Context: an optimization exercise on an open-source flow, tuned for small area, a short achievable clock period and few clock cycles per item. The choices shown serve that exercise and are no tape-out recipe. RTL that was checked went through simulation tests only; none was proved equivalent to the original. Power and IR drop assume default switching activity.

==> job 7788: inputs <==
Design booth, start of the top module:
module booth (
    input  wire        clk  ,
    input  wire        rst_n,
    input  wire [15:0] x    ,
    input  wire [15:0] y    ,
    input  wire        start,
    output wire [31:0] z    ,
    output wire        busy
);
Settings: LEC_CHECK=0, ABC_AREA=1, CAP_MARGIN=20, CORE_MARGIN=2, CORE_UTILIZATION=40, SLEW_MARGIN=20, SYNTH_HIERARCHICAL=1, SYNTH_MINIMUM_KEEP_SIZE=0; clock period 4.0 ns.
run.sh (not shown) runs the stock make flow with config.mk's settings and CLKGATE_MAP_FILE= SYNTH_SCRIPT=/design/flow/synth_recipe.tcl, a recipe that flattens the netlist after the stock synthesis.
==> job 1076 (differences from job 7788) <==
--- a/flow/config.mk
+++ b/flow/config.mk
@@ -5,7 +5,6 @@
 export SDC_FILE = /design/flow/constraint.sdc
 export NUM_CORES = 4
 export LEC_CHECK = 0
-export ABC_AREA = 1
 export CAP_MARGIN = 20
 export CORE_MARGIN = 2
 export CORE_UTILIZATION = 40
==> notes <==
Of job 1076 and job 7788, job 7788 has the higher sequential share of layout area (gap 3.1 points).
In job 7788 the routed wire length is lower than in job 1076, by about 30%.
Via count: job 7788 is lower than job 1076 (32%).
Between job 1076 and job 7788, the lower die area is in job 7788 (gap 23%, measured against job 7788).
Final cell count: job 1076 is higher than job 7788 (about 30%).
In job 7788 the first-iteration DRC count is lower than in job 1076, by about 54%.
Of job 7788 and job 1076, job 1076 has the higher final area (gap 20%, measured against job 1076).
Against job 7788, the hold slack of job 1076 is better by 0.062 ns.
Between job 1076 and job 7788, the lower core utilization is in job 7788 (gap 0.38 points).
Testbench counts of job 7788, summed over its fixed seeds: cycles 3,200, items 3,200.
Testbench counts of job 1076, summed over its fixed seeds: cycles 3,200, items 3,200.

==> inputs of run a <==
booth, a different RTL version from the one above (not shown whole).
// booth
module booth (
    input  wire        clk  ,
    input  wire        rst_n,
    input  wire [15:0] x    ,
    input  wire [15:0] y    ,
    input  wire        start,
    output wire [31:0] z    ,
    output wire        busy
);
clock: 4.0 ns
lec_check: 0
abc_area: 1
cap_margin: 20
core_margin: 2
core_utilization: 40
slew_margin: 20
synth_hierarchical: 1
synth_minimum_keep_size: 0
==> inputs of run b, as changes to run a <==
--- a/flow/design.v
+++ b/flow/design.v
@@ -546,22 +546,25 @@
 mha us238 (.a(s236), .b(c233), .s(s238), .co(c239));
 wire s240 = ~pp7_15;
 wire s241, c242;
 mha us241 (.a(s240), .b(c237), .s(s241), .co(c242));
 wire s243, c244;
 mha us243 (.a(pp7_16), .b(pp7_15), .s(s243), .co(c244));
 wire s245 = ~c244;
-reg [31:0] qa;
-reg [29:0] qb;
-wire [31:0] qbw = {1'b0, qb[29], qb[28], qb[27], qb[26], qb[25], qb[24], qb[23], qb[22], qb[21], qb[20], qb[19], qb[18], qb[17], qb[16], qb[15], qb[14], qb[13], qb[12], qb[11], qb[10], qb[9], qb[8], qb[7], qb[6], qb[5], qb[4], qb[3], qb[2], qb[1], 1'b0, qb[0]};
-assign z = qa + qbw;
+wire [10:0] lo = {s37, c24, s21, s15, s9, s5, c2, pp1_0, pp0_1, pp0_0} + {s39, s31, s23, s17, s11, s7, s3, s1, 1'b0, neg0};
+reg [10:0] qlo;
+reg [21:0] qa;
+reg [20:0] qb;
+wire [21:0] qbw = {1'b0, qb[20], qb[19], qb[18], qb[17], qb[16], qb[15], qb[14], qb[13], qb[12], qb[11], qb[10], qb[9], qb[8], qb[7], qb[6], qb[5], qb[4], qb[3], qb[2], qb[1], qb[0]};
+assign z = {qa + qbw + qlo[10], qlo[9:0]};
 always @(posedge clk)
     if (start) begin
-        qa <= {s245, c242, c239, c235, c230, c224, c217, c209, c200, c190, c179, c167, c154, c140, c126, c112, c98, c84, s81, c60, c50, s47, s37, c24, s21, s15, s9, s5, c2, pp1_0, pp0_1, pp0_0};
-        qb <= {s243, s241, s238, s234, s229, s223, s216, s208, s199, s189, s178, s166, s153, s139, s125, s111, s97, s83, s71, s59, s49, s39, s31, s23, s17, s11, s7, s3, s1, neg0};
+        qlo <= lo;
+        qa <= {s245, c242, c239, c235, c230, c224, c217, c209, c200, c190, c179, c167, c154, c140, c126, c112, c98, c84, s81, c60, c50, s47};
+        qb <= {s243, s241, s238, s234, s229, s223, s216, s208, s199, s189, s178, s166, s153, s139, s125, s111, s97, s83, s71, s59, s49};
     end
 endmodule
 module mfa (input wire a, input wire b, input wire c, output wire s, output wire co);
 assign s  = a ^ b ^ c;
 assign co = (a & b) | (a & c) | (b & c);
 endmodule
 module mbs (input wire xj, input wire xm, input wire one, input wire two, input wire neg, output wire pp);
==> flow_metrics.env <==
export IMPL_run_status="timing/DRC/antenna clean"
export IMPL_clk_power_mw=0.455
export IMPL_cts_htree_levels=2
export IMPL_cp_slowest_stage_delay_ns=0.51
export IMPL_mappedNetlistArea_sq_um=9710
export IMPL_routedLengthMet1_microns=13600
export IMPL_synthAdderAreaFrac=0.266
export IMPL_fp_dieArea_sq_um=25500
export IMPL_clock_power_share=0.064
export IMPL_fmax_mhz=256
export IMPL_power_density_nw_per_um2=578
export IMPL_synth_area_per_cell_sq_um=6.28
export IMPL_critical_path_arrival_ns=3.96
export IMPL_total_setup_buffers_inserted_after_cts=7
export IMPL_vias=10130
export IMPL_final_nonclk_buf_share=0.148
export IMPL_dr_pass1_iters=5
That was run b.
==> flow_metrics.env <==
export IMPL_clock_power_share=0.095
export IMPL_dr_pass1_iters=6
export IMPL_power_density_nw_per_um2=601
export IMPL_critical_path_arrival_ns=4.01
export IMPL_synth_area_per_cell_sq_um=6.27
export IMPL_cp_slowest_stage_delay_ns=0.52
export IMPL_routedLengthMet1_microns=13800
export IMPL_fp_dieArea_sq_um=27300
export IMPL_synthAdderAreaFrac=0.246
export IMPL_start_util=0.403
export IMPL_clk_power_mw=0.736
export IMPL_run_status="timing/DRC/antenna clean"
export IMPL_final_nonclk_buf_share=0.123
That was run a.
No run of this note included a check of the RTL's function; only the layout flow was run.

==> build 45 <==
booth, a different RTL version from the one above (not shown whole).
Settings: LEC_CHECK=0, CAP_MARGIN=20, CORE_MARGIN=2, CORE_UTILIZATION=40, SETUP_SLACK_MARGIN=0.2, SLEW_MARGIN=20, SYNTH_HIERARCHICAL=1, SYNTH_MINIMUM_KEEP_SIZE=0; clock period 4.0 ns.
standard.sh (not shown) runs the stock make flow with config.mk's settings and CLKGATE_MAP_FILE= SYNTH_SCRIPT=/design/flow/synth_recipe.tcl, a recipe that flattens the netlist after the stock synthesis.
==> flow/flow/run.sh <==
#!/bin/bash
set -euo pipefail
export BUFFER_PORTS_ARGS="-buffer_cell sky130_fd_sc_hd__buf_2"
export PRE_FLOORPLAN_TCL="$PWD/flow/downsize.tcl"
bash standard.sh > standard.log 2>&1
==> flow/flow/downsize.tcl <==
# Start the layout from the smallest drive strength of each combinational
# cell that synthesis picked; timing repair later sizes up what it needs.
set db [ord::get_db]
set block [ord::get_db_block]
set n 0
foreach inst [$block getInsts] {
  set m [[$inst getMaster] getName]
  if {![regexp {^(sky130_fd_sc_hd__([a-z0-9]+))_([0-9]+)$} $m -> base short drive]} { continue }
  if {[regexp {^(s?e?df|dl|conb|tap|fill|decap|clk)} $short]} { continue }
  foreach d {0 1 2} {
    if {$d >= $drive} { break }
    set cand ${base}_$d
    set cm [$db findMaster $cand]
    if {$cm eq "NULL" || $cm eq ""} { continue }
    replace_cell [$inst getName] $cand
    incr n
    break
  }
}
puts "downsize.tcl: resized $n instances"
==> trial 78 (differences from build 45) <==
SETUP_SLACK_MARGIN = default   (was 0.2)
==> comparison table <==
                                                                    build 45                 trial 78
Worst Path Arrival                                                   3870 ps                  3890 ps
Quantity of gates resized following cts                                    6                        0
Finished Cell Area                                                  9410 µm²                 8790 µm²
Total power draw                                                     6.43 mW                  6.31 mW
Achievable frequency                                                 262 MHz                  261 MHz
Proportion of cell area spent on the clock network                     1.50%                    1.85%
Run status                                           complete, no violations  complete, no violations
Fraction of standard cell area in multi-input logic                    65.1%                    65.6%
Total length of routed wires                                        18800 µm                 18400 µm
Leak Pwr                                                             3.84 nW                  3.65 nW
Initial DRC count                                                        349                      426
Post-Route Hold Slack                                                1180 ps                  1100 ps
Placer's final routability congestion estimate                         0.901                    0.901
Grt met3 use                                                           3.38%                    3.15%
Switching power of the nets                                          2.75 mW                  2.67 mW
Routed length on met2                                                9230 µm                  8940 µm
Timing endpoint of the critical path                        qb[10]$_DFFE_PP_          qb[8]$_DFFE_PP_
Maximum ir drop on the vdd rail                                       410 µV                   422 µV
Routed len/inst                                                      18.8 µm                  18.7 µm
Final-stage net count                                                    955                      938
Met1 usage                                                             26.2%                    26.6%
Share of power burned in combinational logic                           73.1%                    71.6%
Buffers outside the clock class                                          152                      135
Layout clock buffers                                                       5                        7
Testbench counts of build 45, summed over its fixed seeds: cycles 3,200, items 3,200.
Testbench counts of trial 78, summed over its fixed seeds: cycles 3,200, items 3,200.

==> job 2573 <==
Another version of the RTL of booth (not shown whole).
==> flow/config.mk <==
export PLATFORM = sky130hd
export DESIGN_NAME = booth
export DESIGN_NICKNAME = booth
export VERILOG_FILES = /design/flow/design.v
export SDC_FILE = /design/flow/constraint.sdc
export NUM_CORES = 4
export LEC_CHECK = 0
export CAP_MARGIN = 20
export CORE_MARGIN = 2
export CORE_UTILIZATION = 40
export SLEW_MARGIN = 20
export SYNTH_HIERARCHICAL = 1
export SYNTH_MINIMUM_KEEP_SIZE = 0
==> flow/constraint.sdc <==
create_clock -name core_clock -period 4.0 [get_ports {clk}]
set_input_delay 0.8000 -clock core_clock [delete_from_list [all_inputs] [get_ports {clk}]]
set_output_delay 0.8000 -clock core_clock [all_outputs]
set_load 0.01 [all_outputs]
==> flow/flow/run.sh <==
#!/bin/bash
set -euo pipefail
export BUFFER_PORTS_ARGS="-buffer_cell sky130_fd_sc_hd__buf_2"
bash standard.sh > standard.log 2>&1
==> job 3144 (differences from job 2573) <==
==> flow/run.sh (new file) <==
#!/bin/bash
# synth_recipe.tcl (not shown) runs the flow's synth.tcl, then flattens the netlist and writes it again
# the make line also repeats each setting of config.mk as NAME=value (left out here)
make -C /OpenROAD-flow-scripts/flow DESIGN_CONFIG=/design/flow/config.mk WORK_HOME=/design/flow/orfs CLKGATE_MAP_FILE= SYNTH_SCRIPT=/design/flow/synth_recipe.tcl finish
removed: flow/flow/run.sh
removed: flow/standard.sh
==> job 8828 (differences from job 2573) <==
==> flow/run.sh (new file) <==
#!/bin/bash
# synth_recipe.tcl (not shown) runs the flow's synth.tcl, then flattens the netlist and writes it again
# the make line also repeats each setting of config.mk as NAME=value (left out here)
make -C /OpenROAD-flow-scripts/flow DESIGN_CONFIG=/design/flow/config.mk WORK_HOME=/design/flow/orfs CLKGATE_MAP_FILE= SYNTH_SCRIPT=/design/flow/synth_recipe.tcl finish
--- a/flow/config.mk
+++ b/flow/config.mk
@@ -9,4 +9,5 @@
 export CORE_MARGIN = 2
 export CORE_UTILIZATION = 40
+export GPL_TIMING_DRIVEN = 0
 export SLEW_MARGIN = 20
 export SYNTH_HIERARCHICAL = 1
removed: flow/flow/run.sh
removed: flow/standard.sh
==> summary of the runs <==
- First-iteration DRC count: job 2573 is lower than job 3144 (about 23%).
- In job 3144 the combinational power is lower than in job 8828, by about 13%.
- Total power: job 8828 > job 3144 > job 2573.
- Sequential power is about the same in job 8828 and job 3144.
- Synthesized cell count is the same in job 3144 and job 8828.
- Global-route usage, lowest first: job 2573, job 3144, job 8828.
- In job 2573 the hold slack is higher than in job 8828, by 0.32 ns.
- Job 3144 went through all stages and came out clean. Job 2573 completed with no timing, DRC or antenna violations. Job 8828 produced a clean layout.
- Wire length: job 8828 > job 3144 > job 2573.
- In die area, job 2573 and job 3144 do not differ.
- Clock power: job 3144 < job 2573 < job 8828.
==> figures <==
quantity	job 8828	job 3144	job 2573
Share of cell area taken by flip-flops and latches	15.65%	15.49%	17.16%
Min cycle time layout	3.944 ns	3.937 ns	3.912 ns
Run status	timing/DRC/antenna clean	timing/DRC/antenna clean	timing/DRC/antenna clean
Pwr per Cell Area	776.9 mW/mm2	687.2 mW/mm2	700.2 mW/mm2
Global-route total usage across every layer	20.65%	19.88%	18.88%
Maximum VDD drop	0.4372 mV	0.3201 mV	0.3378 mV
Placement-stage cell area	0.01039 mm2	0.01129 mm2	0.01054 mm2
Met1 Wirelength	9883 um	9532 um	9254 um
Largest net degree at the start of global routing	60	38	43
Routed met2 length	12040 um	11680 um	11030 um
Wire length of the first global-routing pass	38270 um	37320 um	35780 um
Clock network fraction of design power	9.1%	8.9%	10.5%
Clock buf count	10	9	9
Count of routing violations after the opening detailed-route iteration	396	326	250
Routed WL per cell	20.09 um	18.54 um	18.39 um
Switching share of total power	38.46%	40.33%	42.95%
Clock network power	0.000843 W	0.000736 W	0.000798 W
Utilization after layout	54.17%	54.74%	49.41%
Largest stage delay on the critical path	0.55 ns	0.50 ns	0.51 ns
Worst path depth	13	11	9
Combined area of the multi-input logic cells	0.007371 mm2	0.007367 mm2	0.007161 mm2
No functional check of the RTL was part of any run of this note.

-- re-timing with driven ports --
The flow's constraints put no driver on any port. The routed layouts listed below were extracted and timed again, unchanged, in two steps. Step 1: set_driving_cell puts a clkbuf_16 on clk and a buf_2 on each other input, an assumption about the parent block. Step 2 adds t to the input delays and takes it off the output delays; t is the mean of the earliest and latest rising clock arrival at the registers after step 1. Input paths then give back, and output paths get back, about the clock's delay inside the block. a / b / c = ideal ports / drivers / drivers and shift; a / b = the first two.
| run | t (ns) | setup slack, ns | clock arrival spread, ns |
|---|---|---|---|
| job 7788 | 0.368 | 0.061 / 0.084 / -0.284 | 0.012 / 0.012 |
| job 1076 | 0.362 | 0.046 / 0.066 / -0.296 | 0.006 / 0.006 |
| run a | 0.359 | 0.059 / 0.046 / -0.313 | 0.005 / 0.005 |
| run b | 0.338 | 0.094 / 0.100 / -0.238 | 0.007 / 0.007 |
| build 45 | 0.349 | 0.186 / 0.193 / -0.156 | 0.011 / 0.011 |
| trial 78 | 0.346 | 0.168 / 0.186 / -0.160 | 0.011 / 0.010 |
| job 2573 | 0.384 | 0.088 / 0.111 / -0.273 | 0.007 / 0.007 |
| job 3144 | 0.383 | 0.063 / 0.073 / -0.309 | 0.010 / 0.011 |
| job 8828 | 0.389 | 0.056 / 0.075 / -0.314 | 0.014 / 0.014 |
Met with ideal ports but missed after step 2: setup timing in every run listed.
